This is an optimization exercise on Yosys and OpenROAD, whose aim is small area, not a production implementation. In this exercise RTL edits were held to simulation tests only and were not proved equivalent to the original. Power is estimated from default activity; no workload was simulated.

==> design/flow/design.v <==
module jpc_regfile (
    input  wire                          clk,
    input  wire                          rst,
    input  wire                          r1_idx_op_I,
    input  wire [4:0]                    r1_idx_I,
    input  wire                          r1_idx_valid_I,
    output wire                          r1_idx_ready_O,
    input  wire                          r1_rdata_ready_I,
    output wire [32-1:0] r1_rdata_O,
    output wire                          r1_rdata_valid_O,
    output wire                          r1_wdata_ready_O,
    input  wire [32-1:0] r1_wdata_I,
    input  wire                          r1_wdata_valid_I
);
    localparam W = 32;
    reg rdy, pr, pw, rv;
    wire acc     = rdy & r1_idx_valid_I;
    wire rd_fire = ((acc & ~r1_idx_op_I) | pr) & r1_rdata_ready_I;
    wire wr_fire = ((acc &  r1_idx_op_I) | pw) & r1_wdata_valid_I;
    always @(posedge clk or posedge rst) begin
        if (rst) begin
            rdy <= 1'b1;
            pr  <= 1'b0;
            pw  <= 1'b0;
            rv  <= 1'b0;
        end else begin
            rdy <= (rdy & ~r1_idx_valid_I) | (~rdy & ~pr & ~pw);
            pr  <= ((acc & ~r1_idx_op_I) | pr) & ~r1_rdata_ready_I;
            pw  <= ((acc &  r1_idx_op_I) | pw) & ~r1_wdata_valid_I;
            rv  <= rd_fire;
        end
    end
    assign r1_idx_ready_O   = rdy;
    assign r1_rdata_valid_O = rv;
    assign r1_wdata_ready_O = 1'b1;
    reg [4:0] tc;        
    always @(posedge clk or posedge rst) begin
        if (rst)               tc <= 5'd0;
        else if (tc == 5'd30)  tc <= 5'd0;
        else                   tc <= tc + 5'd1;
    end
    wire [5:0] psum  = r1_idx_I + tc;
    wire [5:0] psum1 = r1_idx_I + tc + 6'd1;
    wire [4:0] pos_next = psum1[5] ? psum1[4:0] : psum[4:0];
    wire       wr_reg = wr_fire & (r1_idx_I != 5'd0);   
    wire [4:0] pos1 = (pos_next == 5'd30) ? 5'd0 : pos_next + 5'd1;
    reg        ins1;       
    reg        ins2a;      
    reg        ins2;       
    reg  [3:0] ins_k;      
    reg        ins_pol;    
    always @(posedge clk or posedge rst) begin
        if (rst) begin
            ins1  <= 1'b0;
            ins2a <= 1'b0;
            ins2  <= 1'b0;
        end else begin
            ins1  <= wr_reg & ~pos1[0];
            ins2a <= wr_reg &  pos1[0];
            ins2  <= ins2a;
        end
    end
    always @(posedge clk) begin
        if (wr_reg) begin
            ins_k   <= pos1[0] ? pos1[4:1] + 4'd1 : pos1[4:1];
            ins_pol <= ~pos1[1];    
        end
    end
    wire         done = ~rdy & ~pr & ~pw;
    reg  [W-1:0] wbuf;
    wire [W-1:0] wbuf_nxt;
    jpc_regfile_ldrow #(.W(W)) u_wbuf (
        .q(wbuf), .ld(~done), .keep(done), .col(~r1_wdata_I), .d(wbuf_nxt));
    always @(posedge clk) wbuf <= wbuf_nxt;
    wire         wany = ins1 | ins2;
    wire [W-1:0] col  = wbuf ^ {W{ins_pol}};
    reg  [W-1:0] ring [0:30];
    wire [15:0]  ld;
    wire [15:0]  keep;
    genvar p;
    generate
        for (p = 0; p < 31; p = p + 1) begin : g_pos
            if (p % 2 == 1) begin : g_copy
                always @(posedge clk)
                    ring[p] <= ring[p-1];
            end else begin : g_load
                assign ld[p/2]   = wany & (ins_k == p/2);
                assign keep[p/2] = ~ld[p/2];
                wire [W-1:0] nxt;
                jpc_regfile_ldrow #(.W(W)) u_ld (
                    .q(ring[(p + 30) % 31]), .ld(ld[p/2]), .keep(keep[p/2]),
                    .col(col), .d(nxt));
                always @(posedge clk)
                    ring[p] <= nxt;
            end
        end
    endgenerate
    reg  [31:1] valid;
    genvar i;
    generate
        for (i = 1; i < 32; i = i + 1) begin : g_valid
            always @(posedge clk or posedge rst) begin
                if (rst)                              valid[i] <= 1'b0;
                else if (wr_fire && r1_idx_I == i)    valid[i] <= 1'b1;
            end
        end
    endgenerate
    wire        wvalid = (r1_idx_I != 5'd0) & valid[r1_idx_I];
    reg  [7:0]  rhi;
    reg  [3:0]  rlo;
    reg         rneg;
    integer j;
    always @(posedge clk) begin
        for (j = 0; j < 8; j = j + 1)
            rhi[j] <= wvalid & (pos_next[4:2] == j);
        for (j = 0; j < 4; j = j + 1)
            rlo[j] <= (pos_next[1:0] == j);
        rneg <= wvalid & pos_next[1];
    end
    wire [30:0] sel;
    wire [W-1:0] rsel;
    generate
        for (p = 0; p < 31; p = p + 1) begin : g_sel
            assign sel[p] = rhi[p/4] & rlo[p%4];
        end
        for (i = 0; i < W; i = i + 1) begin : g_rbit
            wire [30:0] col_bits;
            for (p = 0; p < 31; p = p + 1) begin : g_r
                assign col_bits[p] = ring[p][i];
            end
            jpc_regfile_rdbit u_rd (.d(col_bits), .sel(sel), .q(rsel[i]));
        end
    endgenerate
    assign r1_rdata_O = rsel ^ {W{rneg}};
endmodule
module jpc_regfile_ldrow #(parameter W = 32) (
    input  wire [W-1:0] q,
    input  wire         ld,
    input  wire         keep,
    input  wire [W-1:0] col,
    output wire [W-1:0] d
);
    assign d = ~((q | {W{ld}}) & (col | {W{keep}}));
endmodule
module jpc_regfile_rdbit (
    input  wire [30:0] d,
    input  wire [30:0] sel,
    output wire        q
);
    wire [10:0] t;
    genvar g;
    generate
        for (g = 0; g < 10; g = g + 1) begin : g_grp
            jpc_regfile_aoi3 u_aoi (
                .d(d[3*g+2:3*g]), .s(sel[3*g+2:3*g]), .y(t[g]));
        end
    endgenerate
    assign t[10] = ~(d[30] & sel[30]);
    assign q = ~(&t);
endmodule
module jpc_regfile_aoi3 (
    input  wire [2:0] d,
    input  wire [2:0] s,
    output wire       y
);
    assign y = ~|(d & s);
endmodule
==> design/flow/flow/run.sh <==
#!/bin/bash
# Layout: the standard ORFS flow (standard.sh, unchanged synthesis), with a
# clock tree built without dummy loads from one buffer type, and the smallest
# buffer on every port. Full tool output goes to standard.log here; ORFS's own
# per-step logs stay under orfs/logs/.
set -euo pipefail
CTS="-sink_clustering_enable -repair_clock_nets -dont_use_dummy_load -buf_list sky130_fd_sc_hd__clkbuf_4 -sink_clustering_size 10 -sink_clustering_max_diameter 50"
bash standard.sh "CTS_ARGS=$CTS" "BUFFER_PORTS_ARGS=-buffer_cell sky130_fd_sc_hd__buf_1" finish > standard.log 2>&1
==> design/flow/standard.sh <==
#!/bin/bash
# synth_recipe.tcl (not shown) runs the flow's synth.tcl, then flattens the netlist and writes it again
# the make line also repeats each setting of config.mk as NAME=value (left out here)
make -C /OpenROAD-flow-scripts/flow DESIGN_CONFIG=/design/flow/config.mk WORK_HOME=/design/flow/orfs CLKGATE_MAP_FILE= SYNTH_SCRIPT=/design/flow/synth_recipe.tcl "${@:-finish}"
==> design/flow/config.mk <==
export PLATFORM = sky130hd
export DESIGN_NAME = jpc_regfile
export DESIGN_NICKNAME = jpc_regfile
export VERILOG_FILES = /design/flow/design.v
export SDC_FILE = /design/flow/constraint.sdc
export NUM_CORES = 4
export LEC_CHECK = 0
export CAP_MARGIN = 20
export CORE_MARGIN = 2
export CORE_UTILIZATION = 75
export SLEW_MARGIN = 20
export SYNTH_HIERARCHICAL = 1
export SYNTH_MINIMUM_KEEP_SIZE = 0
==> design/flow/constraint.sdc <==
create_clock -name core_clock -period 5.0 [get_ports {clk}]
set_input_delay 1.0000 -clock core_clock [delete_from_list [all_inputs] [get_ports {clk}]]
set_output_delay 1.0000 -clock core_clock [all_outputs]
set_load 0.01 [all_outputs]
==> results.txt <==
==> modules after synthesis (local to each module, per instance), a selection <==
module,cells inside,copies in the design
jpc_regfile_rdbit,4,32
jpc_regfile_aoi3,1,320
jpc_regfile,1472,1
==> synth_stat cells (5+ instances only) <==
cell,number
inv_1,64
nand4_1,66
a21oi_1,5
a21o_1,18
edfxtp_1,5
buf_4,18
o21ai_0,10
dfrtp_1,42
and2_1,39
a222oi_1,320
dfxtp_1,1037
nor2b_1,5
o21bai_1,17
o22ai_1,544
nand2b_1,6
xnor2_1,7
buf_6,52
mux4_2,8
xor2_1,67
nor2_1,22
clkbuf_1,6
nand2_1,53
nand3_1,8
ha_1,17
buf_2,34
and3_1,6
buf_1,6
a2111o_1,32
==> flip-flops by register name (all words and copies together) (netlist names), 4 cells and up <==
| signal | count |
|---|---|
| ins_k | 4 |
| rhi | 8 |
| ring | 992 |
| rlo | 4 |
| tc | 5 |
| valid | 31 |
| wbuf | 32 |
==> worst paths after layout <==
check                              startpoint               endpoint  slack, ps
setup / recovery               rlo[0]$_DFF_P_         r1_rdata_O[31]        420
max in group asynchronous                 rst  valid[26]$_DFFE_PP0P_       3790
setup reg to reg              tc[0]$_DFF_PP0_     ins_k[3]$_DFFE_PP_       1150
hold reg to reg            ring[2][2]$_DFF_P_     ring[3][2]$_DFF_P_        280
hold / removal               r1_rdata_ready_I           pr$_DFF_PP0_        220
min in group asynchronous                 rst           rv$_DFF_PP0_        420
==> cells by family after synthesis <==
logic type / after synthesis
simple gates: 221
buf+inv: 180
mux: 14
fa+ha+maj: 18
compound gates: 972
xor+xnor: 75
flops: 1085
other cells: 1
==> layout make-up <==
type | instances | area share, %
Multi-Input combinational cell | 1301 | 29.37
Antenna cell | 2 | 0.01442
Timing Repair Buffer | 123 | 1.904
Clock buffer | 118 | 2.553
Tap cell | 585 | 2.109
Inverter | 64 | 0.6922
Sequential cell | 1085 | 63.36
==> metal layers <==
| layer | vias to the layer above | global-route usage, % |
|---|---|---|
| li1 | 10702 | - |
| met1 | 12440 | 58.63 |
| met2 | 2614 | 67.97 |
| met3 | 677 | 17.54 |
| met4 | 0 | 31.52 |
| met5 | - | 0 |
==> repair_timing <==
| action | 4_1_cts | 5_1_grt |
|---|---|---|
| setup endpoints to repair | 0 | 0 |
| endpoints found under the hold margin | 1 | 0 |
| hold buffers | 1 | 0 |
==> power breakdown <==
part | switching [mW] | internal (mW) | total [mW]
combinational | 1.96 | 1.30 | 3.27
sequential | 1.57 | 11.3 | 12.9
clock | 2.59 | 1.08 | 3.67
==> worst max-delay path, cell delays in order (launching register included) <==
cell	delay [ps]
dfxtp_1	450
and2_2	980
a222oi_1	370
nand4_1	220
a2111o_1	210
xor2_1	200
buf_1	200
==> metrics by stage <==
stage	std cells	setup WS (ps)	area (sq um)	utilization [%]
after floorplan	2566	904.8	33070	-
after global placement	3155	600.3	33570	77.59
after detailed placement	3156	410.0	33610	77.68
after CTS	3275	519.8	34510	79.75
after global routing	3278	355.2	34700	80.21
final	3278	417.6	34700	80.21
==> flow_summary.yaml <==
timing:
  min_period_ps: 4582
  period_share_pct: 91.65
  worst_pin_slew_ps: 1406
  clock_skew_ps: 121.6
  setup_viol: 0
  rsz0062_at_grt: "no"
  hold_ws_ps: 218.0
  hold_viol_final: 0
  finalSetupTns_ps: 0
  slew_viol_final: 0
  slew_headroom_pct: 6.238
  fmax_mhz: 218.2
placement:
  dp_hpwl_um: 56460
  port_buffers: 76
  gp_congestion: 0.8972
layout:
  multi_input_area_sq_um: 10190
  ff_latch_area_sq_um: 21990
  final_cell_mix: "dfxtp_1 (1036), o22ai_1 (544), a222oi_1 (320), clkbuf_4 (118), buf_1 (76)"
  syn_to_final_growth_pct: 4.945
  final_common_cell: "dfxtp_1"
  layout-drive-gt1-share_pct: 9.773
  fin_nets: 2754
  n_fill_cell: 2645
detailed_routing:
  drt_iter0_markers: 5912
  drt-met1-wl_um: 36790
  vias_per_cell: 8.064
  drc: 0
  drt_first_pass_iters: 15
  ant_nets: 0
  wl_per_cell_um: 33.47
  route.met2.wl_um: 45600
  wirelength_um: 109700
  vias: 26433
  routed.top_layer: "met4"
  route.met3.wl_um: 19020
grt:
  overflow: 0
  grt_max_degree: 43
  grt_pass1_vias: 26776
  grt_pass1_wl_um: 161800
  grt_use_total_pct: 46.88
  antenna_found_initial: 4
yosys:
  synth_top_family_by_area: "compound AO/OA/AOI/OAI gates"
  ys_ff_latch: 1085
  syn_area_sq_um: 33070
  yosysSeqAreaShare_pct: 66.49
  synth-compound-area-share_pct: 22.79
  synthSimpleGateAreaFrac_pct: 3.689
  syn_nets: 2627
  ys.warnings.count: 9
  synth_xor_area_share_pct: 2.009
  synth_edf_count: 5
  synth.largest_area_cell: "dfxtp_1"
  async_reset_ff_share_pct: 3.963
  avgSynthCellArea_sq_um: 12.89
  post-synth-top-area-fraction_pct: 62.78
  synth-adder-area-share_pct: 0.7037
  synth_flop_cell: "dfxtp_1"
  yosysUniqueCellTypes: 68
  synthTopCellsByArea: "dfxtp_1 (63%), o22ai_1 (10%), a222oi_1 (9.7%)"
  netlist_instances: 2566
  synth_mux_area_share_pct: 0.7491
floorplan:
  dieHeight_um: 214.0
  coreArea_sq_um: 43270
  io-pin-count: 78
  rows: 76
  dieArea_sq_um: 45790
  die_x_um: 214.0
  initial_utilization_pct: 76.43
clock_tree:
  h-tree-depth: 3
  cts_buffers: 118
  clk_pin_slew_ps: 100
  insertion_delay_ps: 950
  cts_sinks: 1085
  root_buffer: "clkbuf_4"
  clock_path_buffers: 3
  post_cts_buffers: 0
  cts_tree: "yes"
  ctsResizeCount: 0
setup_path:
  cp.arrival_ps: 3580
  crit_fanout: 32
  ff2ff_path_depth: 12
  worstPathRequired_ps: 4000
  worstSetupEndpointType: "output port"
  path_class: "register to output port"
  start_kind: "register"
flow_run:
  cap_violations: 0
power:
  ir_worst_vdd_mv: 0.4009
  p_per_area_nw_per_um2: 571.4
  total_power_mw: 19.83
  power.leakage_nw: 14.14
outcome:
  run_status: "complete, no violations"
min_path:
  whs_path_depth: 2
  hold_path_class: "input pin to register"

==> port drivers added, routing unchanged <==
The results above use ideal ports. As a check the final layout listed here was re-extracted and re-timed, cells and wires unchanged.
Step 1, drivers: a clkbuf_16 drives clk and a buf_2 each remaining input, both assumed.
Step 2 also shifts input and output timing later by t, the mid clock arrival at the registers, as if the neighbouring blocks saw the same clock.
a / b / c = no drivers / after step 1 / after step 2; a / b = the first two.
shift t [ns]: 0.944
setup WS [ns]: 0.418 / 0.364 / 0.451
clock arrival spread, ns: 0.121 / 0.121
worst register clock-pin slew, ns: 0.12 / 0.12
pins driven straight from the clock port: 1
After both steps setup and hold are still met in this run. The setup slack of this run moves by -0.054 ns with the drivers and by +0.033 ns with both steps.
